This is an optimization exercise on Yosys and OpenROAD, whose aim is a short achievable clock period and few clock cycles, not a production implementation.
Only simulation tests tie the RTL to the original design; equivalence was not proved.
Power is estimated from default activity; no workload was simulated.

<file path="design.v">
module mips(input         clk, reset,
            output [31:0] pc,
            input  [31:0] instr,
            output        memwrite,
            output [31:0] memaddr,
            output [31:0] memwritedata,
            input  [31:0] memreaddata);
   reg  [31:0] pc_r;
   reg  [31:0] ras;
   assign pc = pc_r;
   wire [31:0] f_pcp4 = pc_r + 32'd4;
   wire [5:0]  f_op   = instr[31:26];
   wire        f_j    = (f_op == 6'h02);
   wire        f_jal  = (f_op == 6'h03);
   wire        f_beq  = (f_op == 6'h04);
   wire        f_bne  = (f_op == 6'h05);
   wire        f_jr   = (f_op == 6'h00) & (instr[5:0] == 6'h08);
   wire        f_same = (instr[25:21] == instr[20:16]);
   wire        f_bpred = (f_beq & f_same) | (f_bne & ~f_same);
   wire [16:0] f_blo  = {1'b0, f_pcp4[17:2]} + {1'b0, instr[15:0]};
   wire [13:0] f_hi   = f_pcp4[31:18];
   wire [13:0] f_hinc = f_hi + 14'd1;
   wire [13:0] f_hdec = f_hi - 14'd1;
   wire [13:0] f_bhi  = (instr[15] == f_blo[16]) ? f_hi :
                        f_blo[16] ? f_hinc : f_hdec;
   wire [31:0] f_btgt = {f_bhi, f_blo[15:0], f_pcp4[1:0]};
   wire [31:0] f_jtgt = {f_pcp4[31:28], instr[25:0], 2'b00};
   wire        f_taken = f_j | f_jal | f_jr | f_bpred;
   wire [31:0] f_tgt   = f_jr ? ras : (f_j | f_jal) ? f_jtgt : f_btgt;
   wire [31:0] f_alt   = f_jr ? ras : f_bpred ? f_pcp4 : f_btgt;
   reg         fd_valid;
   reg  [31:0] fd_instr, fd_pcp4, fd_alt;
   reg         fd_pred;
   wire [5:0]  op    = fd_instr[31:26];
   wire [4:0]  rs    = fd_instr[25:21];
   wire [4:0]  rt    = fd_instr[20:16];
   wire [4:0]  rd    = fd_instr[15:11];
   wire [5:0]  funct = fd_instr[5:0];
   wire [15:0] imm   = fd_instr[15:0];
   wire        d_r     = (op == 6'h00);
   wire        d_add_r = d_r & ((funct == 6'h20) | (funct == 6'h21));
   wire        d_sub_r = d_r & ((funct == 6'h22) | (funct == 6'h23));
   wire        d_and_r = d_r & (funct == 6'h24);
   wire        d_or_r  = d_r & (funct == 6'h25);
   wire        d_slt_r = d_r & (funct == 6'h2A);
   wire        d_jr    = d_r & (funct == 6'h08);
   wire        d_alur  = d_add_r | d_sub_r | d_and_r | d_or_r | d_slt_r;
   wire        d_addi  = (op == 6'h08) | (op == 6'h09);
   wire        d_ori   = (op == 6'h0D);
   wire        d_lui   = (op == 6'h0F);
   wire        d_lw    = (op == 6'h23);
   wire        d_sw    = (op == 6'h2B);
   wire        d_beq   = (op == 6'h04);
   wire        d_bne   = (op == 6'h05);
   wire        d_jal   = (op == 6'h03);
   wire        d_useimm = d_addi | d_ori | d_lui | d_jal;
   wire [4:0]  d_dst    = d_alur ? rd : d_jal ? 5'd31 : rt;
   wire        d_wr     = (d_alur | d_addi | d_ori | d_lui | d_lw | d_jal) &
                          (d_dst != 5'd0);
   wire [31:0] d_imm    = d_jal ? 32'd0 :
                          d_lui ? {imm, 16'd0} :
                          d_ori ? {16'd0, imm} : {{16{imm[15]}}, imm};
   reg         de_wr, de_load, de_mw, de_br, de_bne, de_jr, de_pred;
   reg         de_sub, de_and, de_or, de_slt;
   reg  [4:0]  de_dst;
   reg  [31:0] de_a, de_b, de_sd, de_addr, de_alt;
   reg         w_wr;
   reg  [4:0]  w_dst;
   reg  [31:0] w_res;
   wire [31:0] e_res;
   reg  [31:0] rf [1:31];
   wire [31:0] rf_s = (rs == 5'd0) ? 32'd0 : rf[rs];
   wire [31:0] rf_t = (rt == 5'd0) ? 32'd0 : rf[rt];
   wire [31:0] w_s = (w_wr & (w_dst == rs)) ? w_res : rf_s;
   wire [31:0] w_t = (w_wr & (w_dst == rt)) ? w_res : rf_t;
   wire        e_fs = de_wr & (de_dst == rs);
   wire        e_ft = de_wr & (de_dst == rt);
   wire [31:0] d_a  = (e_fs & ~d_jal) ? e_res : d_jal ? fd_pcp4 : w_s;
   wire [31:0] d_b  = (e_ft & ~d_useimm) ? e_res : d_useimm ? d_imm : w_t;
   wire [31:0] d_sd = e_ft ? e_res : w_t;
   wire [31:0] d_addr = w_s + {{16{imm[15]}}, imm};
   wire        d_stall = fd_valid & (d_lw | d_sw) & e_fs;
   wire [31:0] e_bx  = (de_sub | de_slt) ? ~de_b : de_b;
   wire [31:0] e_sum = de_a + e_bx + {31'd0, de_sub | de_slt};
   wire        e_lt  = (de_a[31] ^ de_b[31]) ? de_a[31] : e_sum[31];
   wire [31:0] e_alu = de_and ? (de_a & de_b) :
                       de_or  ? (de_a | de_b) :
                       de_slt ? {31'd0, e_lt} : e_sum;
   assign e_res = de_load ? memreaddata : e_alu;
   wire        e_eq    = (de_a == de_b);
   wire        e_taken = de_bne ? ~e_eq : e_eq;
   wire        e_redir = (de_br & (e_taken != de_pred)) |
                         (de_jr & (de_a != de_alt));
   wire [31:0] e_tgt   = de_jr ? de_a : de_alt;
   assign memwrite     = de_mw;
   assign memaddr      = de_addr;
   assign memwritedata = de_sd;
   wire        f_go = ~e_redir & ~d_stall;
   wire        d_go = fd_valid & ~e_redir & ~d_stall;
   always @(posedge clk, posedge reset)
     if (reset) begin
        pc_r     <= 32'd0;
        ras      <= 32'd0;
        fd_valid <= 1'b0;
     end else begin
        if (e_redir)
          pc_r <= e_tgt;
        else if (!d_stall)
          pc_r <= f_taken ? f_tgt : f_pcp4;
        if (f_go & f_jal)
          ras <= f_pcp4;
        if (e_redir)
          fd_valid <= 1'b0;
        else if (!d_stall)
          fd_valid <= 1'b1;
     end
   always @(posedge clk)
     if (f_go) begin
        fd_instr <= instr;
        fd_pcp4  <= f_pcp4;
        fd_alt   <= f_alt;
        fd_pred  <= f_bpred;
     end
   always @(posedge clk, posedge reset)
     if (reset) begin
        de_wr   <= 1'b0;
        de_load <= 1'b0;
        de_mw   <= 1'b0;
        de_br   <= 1'b0;
        de_jr   <= 1'b0;
        w_wr    <= 1'b0;
     end else begin
        de_wr   <= d_go & d_wr;
        de_load <= d_go & d_lw;
        de_mw   <= d_go & d_sw;
        de_br   <= d_go & (d_beq | d_bne);
        de_jr   <= d_go & d_jr;
        w_wr    <= de_wr;
     end
   always @(posedge clk) begin
      de_bne  <= d_bne;
      de_pred <= fd_pred;
      de_sub  <= d_sub_r;
      de_and  <= d_and_r;
      de_or   <= d_or_r | d_ori | d_jal;
      de_slt  <= d_slt_r;
      de_dst  <= d_dst;
      de_a    <= d_a;
      de_b    <= d_b;
      de_sd   <= d_sd;
      de_addr <= d_addr;
      de_alt  <= fd_alt;
      w_dst   <= de_dst;
      w_res   <= e_res;
      if (w_wr)
        rf[w_dst] <= w_res;
   end
endmodule  
</file>
<file path="run.sh">
#!/bin/bash
# synth_recipe.tcl (not shown) runs the flow's synth.tcl, then flattens the netlist and writes it again
# the make line also repeats each setting of config.mk as NAME=value (left out here)
make -C /OpenROAD-flow-scripts/flow DESIGN_CONFIG=/design/flow/config.mk WORK_HOME=/design/flow/orfs CLKGATE_MAP_FILE= SYNTH_SCRIPT=/design/flow/synth_recipe.tcl finish
</file>
<file path="config.mk">
export PLATFORM = sky130hd
export DESIGN_NAME = mips
export DESIGN_NICKNAME = mips
export VERILOG_FILES = /design/flow/design.v
export SDC_FILE = /design/flow/constraint.sdc
export NUM_CORES = 4
export LEC_CHECK = 0
export ABC_CLOCK_PERIOD_IN_PS = 3000
export CAP_MARGIN = 20
export CORE_MARGIN = 2
export CORE_UTILIZATION = 40
export SETUP_SLACK_MARGIN = 5
export SLEW_MARGIN = 20
</file>
<file path="constraint.sdc">
create_clock -name core_clock -period 10.0 [get_ports {clk}]
set_input_delay 2.0000 -clock core_clock [delete_from_list [all_inputs] [get_ports {clk}]]
set_output_delay 2.0000 -clock core_clock [all_outputs]
set_load 0.01 [all_outputs]
</file>
==> impl_metrics.env <==
export IMPL_die_height_um=416
export IMPL_rsz0062_at_grt="yes"
export IMPL_synth_top_family_by_area="multiplexers"
export IMPL_root_buffer="clkbuf_16"
export IMPL_critPathLaunchType="primary input"
export IMPL_slowest_stage="ha_4"
export IMPL_outcome="finished clean"
export IMPL_slew_viol_final=0
export IMPL_worst_clock_skew_ns=0.0478
export IMPL_cts_sink_count=1378
export IMPL_place_gp_congestion=0.980
export IMPL_synth_nets=4842
export IMPL_antenna_found_initial=7
export IMPL_clock_latency_ns=0.81
export IMPL_cpMostUsedCell="ha_4"
export IMPL_wirelength_um=235000
export IMPL_synth_top_area_share=0.482
export IMPL_wire_per_inst_um=32.8
export IMPL_synth_edff_count=1089
export IMPL_start_util=0.402
export IMPL_finalHoldViolations=0
export IMPL_postSynth_asyncResetShare=0.0515
export IMPL_crit_path_max_fanout=9
export IMPL_remaining_drc_errors=0
export IMPL_yosys_warnings=1
export IMPL_max_cap_violations=0
export IMPL_synth_area_mm2=0.0679
export IMPL_power_density_mw_per_mm2=228
export IMPL_synth_compound_area_frac=0.0798
export IMPL_num_nets_final=5036
export IMPL_synth_largest_area_cell="edfxtp_1"
export IMPL_worst_slew_pin_slew_ns=1.11
export IMPL_path_buf_inv=3
export IMPL_dpl_hpwl_um=144000
export IMPL_seq_area_frac_synth=0.572
export IMPL_numCtsBuffers=149
export IMPL_critical_path_max_stage_delay_ns=0.40
export IMPL_drive_gt1_frac=0.237
export IMPL_worstPathArrival_ns=5.47
export IMPL_cts_tree="done"
export IMPL_cts_max_path_buffers=3
export IMPL_avgSynthCellArea_um2=14.7
export IMPL_place_ws_ns=3.00
export IMPL_required_ns=10.53
export IMPL_synthTopCellsByArea="edfxtp_1 (48%), mux4_2 (18%), dfxtp_1 (6.4%), ha_1 (2.8%), dfrtp_1 (2.6%)"
export IMPL_setup_ws_ns=5.06
export IMPL_cts_clk_slew_worst_paths_ns=0.06
export IMPL_core_area_mm2=0.169
export IMPL_htree_levels=4
export IMPL_layout_common_cells="edfxtp_1 (1089), mux4_2 (554), nor2_1 (309)"
export IMPL_grt_pass1_vias=43800
export IMPL_rows=151
export IMPL_synth_fa_ha_area_frac=0.0296
export IMPL_path_cells="clkdlybuf4s15_2 -> ha_4 -> o21ai_0 -> or3_4 -> o21a_4 -> buf_12 -> buf_16 -> ha_4 -> nand4_1 -> mux2_2 -> a21boi_4 -> o21ai_4 -> or2_4 -> o31ai_4 -> xnor2_1 -> o21ai_1"
export IMPL_io_buffers=162
export IMPL_antennaDiodeCount=0
export IMPL_ant_nets=0
export IMPL_path_class="in2reg"
export IMPL_area_growth_pct=16.5
export IMPL_synth_flop_cell="edfxtp_1"
export IMPL_ys_ff_latch=1378
export IMPL_setup_violations_final=0
export IMPL_ioPinCount=163
export IMPL_p_leak_nw=27.0
export IMPL_syn_inst=4618
export IMPL_setup_tns_ns=0
export IMPL_max_slew_margin=0.257
export IMPL_vias_per_cell=6.30
export IMPL_die_area_mm2=0.173
export IMPL_grt_usage=0.267
export IMPL_synth_cell_types=81
export IMPL_crit_family="compound AO/OA/AOI/OAI gates"
export IMPL_vdd_drop_max_mv=0.147
export IMPL_fin_crit_ns=4.94
export IMPL_hold_class="reg2reg"
export IMPL_drt_pass1_iter_count=6
export IMPL_overflow=0
export IMPL_end_kind="flop"
export IMPL_clock_fmax_mhz=202
export IMPL_grt_pass1_wl_um=330000
export IMPL_fin_crit_sh=0.494
export IMPL_synth_xor_area_frac=0.0245
export IMPL_total_power_w=0.0180
export IMPL_muxShareOfSynthArea=0.210
export IMPL_die_width_um=416
export IMPL_drt_iter0_drc=5607
export IMPL_synth_simple_gate_area_frac=0.0591
export IMPL_final_common_cell="edfxtp_1"
export IMPL_num_vias=45100
export IMPL_grt_max_degree=109
[flip-flops by register name, summed over array words and instances, names as in the netlist, 32 cells and up, named ones only]
register and count:
rf 992, de_a 32, de_addr 32, de_alt 32, de_b 32, de_sd 32
fd_alt 32, fd_instr 32, fd_pcp4 32, pc_r 32, ras 32, w_res 32
[cells in the mapped netlist (96+ instances only)]
master    count
mux2i_1     155
edfxtp_1   1089
a21oi_1     244
nand2_1     275
a211oi_1     96
ha_1        154
nor2_1      348
inv_1       120
clkbuf_1    196
dfxtp_1     218
mux4_2      554
o21ai_0     190
xnor2_1     135
[kinds of logic after synthesis]
kind of cell,count (synthesis)
buf+inv,425
compound gates,843
mux,729
xor+xnor,190
flops,1378
fa+ha+maj,158
simple gates,895
[power breakdown]
| part | leakage (nW) | total (W) | switching [W] | internal [W] |
|---|---|---|---|---|
| clock network | 2.45 | 0.00575 | 0.00239 | 0.00335 |
| registers | 12.6 | 0.00832 | 0.000987 | 0.00733 |
| logic | 11.9 | 0.00396 | 0.00223 | 0.00173 |
| total | 27.0 | 0.0180 | 0.00561 | 0.0124 |
[metal layers]
layer | global-route usage | wire [um] | vias to the layer above
met5 | 0 | 30 | -
li1 | - | - | 18700
met4 | 0.145 | 13900 | 4
met3 | 0.0488 | 20900 | 513
met1 | 0.353 | 90200 | 23300
met2 | 0.420 | 110000 | 2562
[final cells by class]
| type | count | area, um2 |
|---|---|---|
| fill | 14600 | 89800 |
| sequential | 1378 | 38900 |
| multi-input combinational | 2816 | 28400 |
| clock buffer | 202 | 4160 |
| timing repair buffer | 345 | 3490 |
| tap | 2218 | 2780 |
| clock inverter | 75 | 910 |
| inverter | 122 | 465 |
[final timing paths]
path | to | startpoint | cells after the start | slack [ns]
max in group asynchronous | w_wr$_DFF_PP0_ | reset | 3 | 7.32
worst max-delay path | fd_alt[31]$_DFFE_PP_ | instr[15] | 16 | 5.06
min in group asynchronous | ras[13]$_DFFE_PP0P_ | reset | 2 | 1.58
worst max register to register | de_addr[30]$_DFF_P_ | flop | 14 | 5.09
worst min register to register | de_alt[30]$_DFF_P_ | fd_alt[30]$_DFFE_PP_ | 0 | 0.34
worst min-delay path | de_alt[30]$_DFF_P_ | fd_alt[30]$_DFFE_PP_ | 0 | 0.34
[metrics by stage]
stage               hold WS [ns]  utilization  std cells  cell area [um2]
finish                     0.341        0.468       7156            79100
global route               0.347        0.468       7156            79100
CTS                        0.339        0.465       7130            78500
detailed placement         0.328        0.429       6821            72500
global placement           0.326        0.429       6821            72500
floorplan                  0.323            -       4618            68000
[repair_timing]
| item | in CTS | in global routing |
|---|---|---|
| gates cloned | 6 | 2 |
| resized for setup | 116 | 76 |
| hold buffers | 0 | 0 |
| setup endpoints to repair | 101 | 50 |
| pin swaps | 14 | 38 |
| buffers inserted | 26 | 23 |
Testbench counts, summed over its fixed seeds: cycles 48,741.

-- what the ideal ports hide --
No port has a modelled driver above. Below, the same layout with a new extraction and two added sets of constraints.
Step 1, drivers: a clkbuf_16 drives clk and a buf_2 each remaining input, both assumed.
Step 2 times the ports against the registers' clock, not the clock port: input delays grow and output delays shrink by t, the midpoint of the rising clock arrivals with the driver on.
Three values: ideal ports, drivers, drivers and shift; two values: the first two.
shift t [ns]: 0.875
setup WS [ns]: 5.060 / 5.091 / 4.217
hold slack, ns: 0.341 / 0.341 / 0.341
clock arrival spread, ns: 0.060 / 0.060
worst slew at a driven data input, ns: 0.07
After both steps setup and hold are still met in this run. For this run, drivers alone change the setup slack by +0.031 ns; drivers and shift together by -0.843 ns.
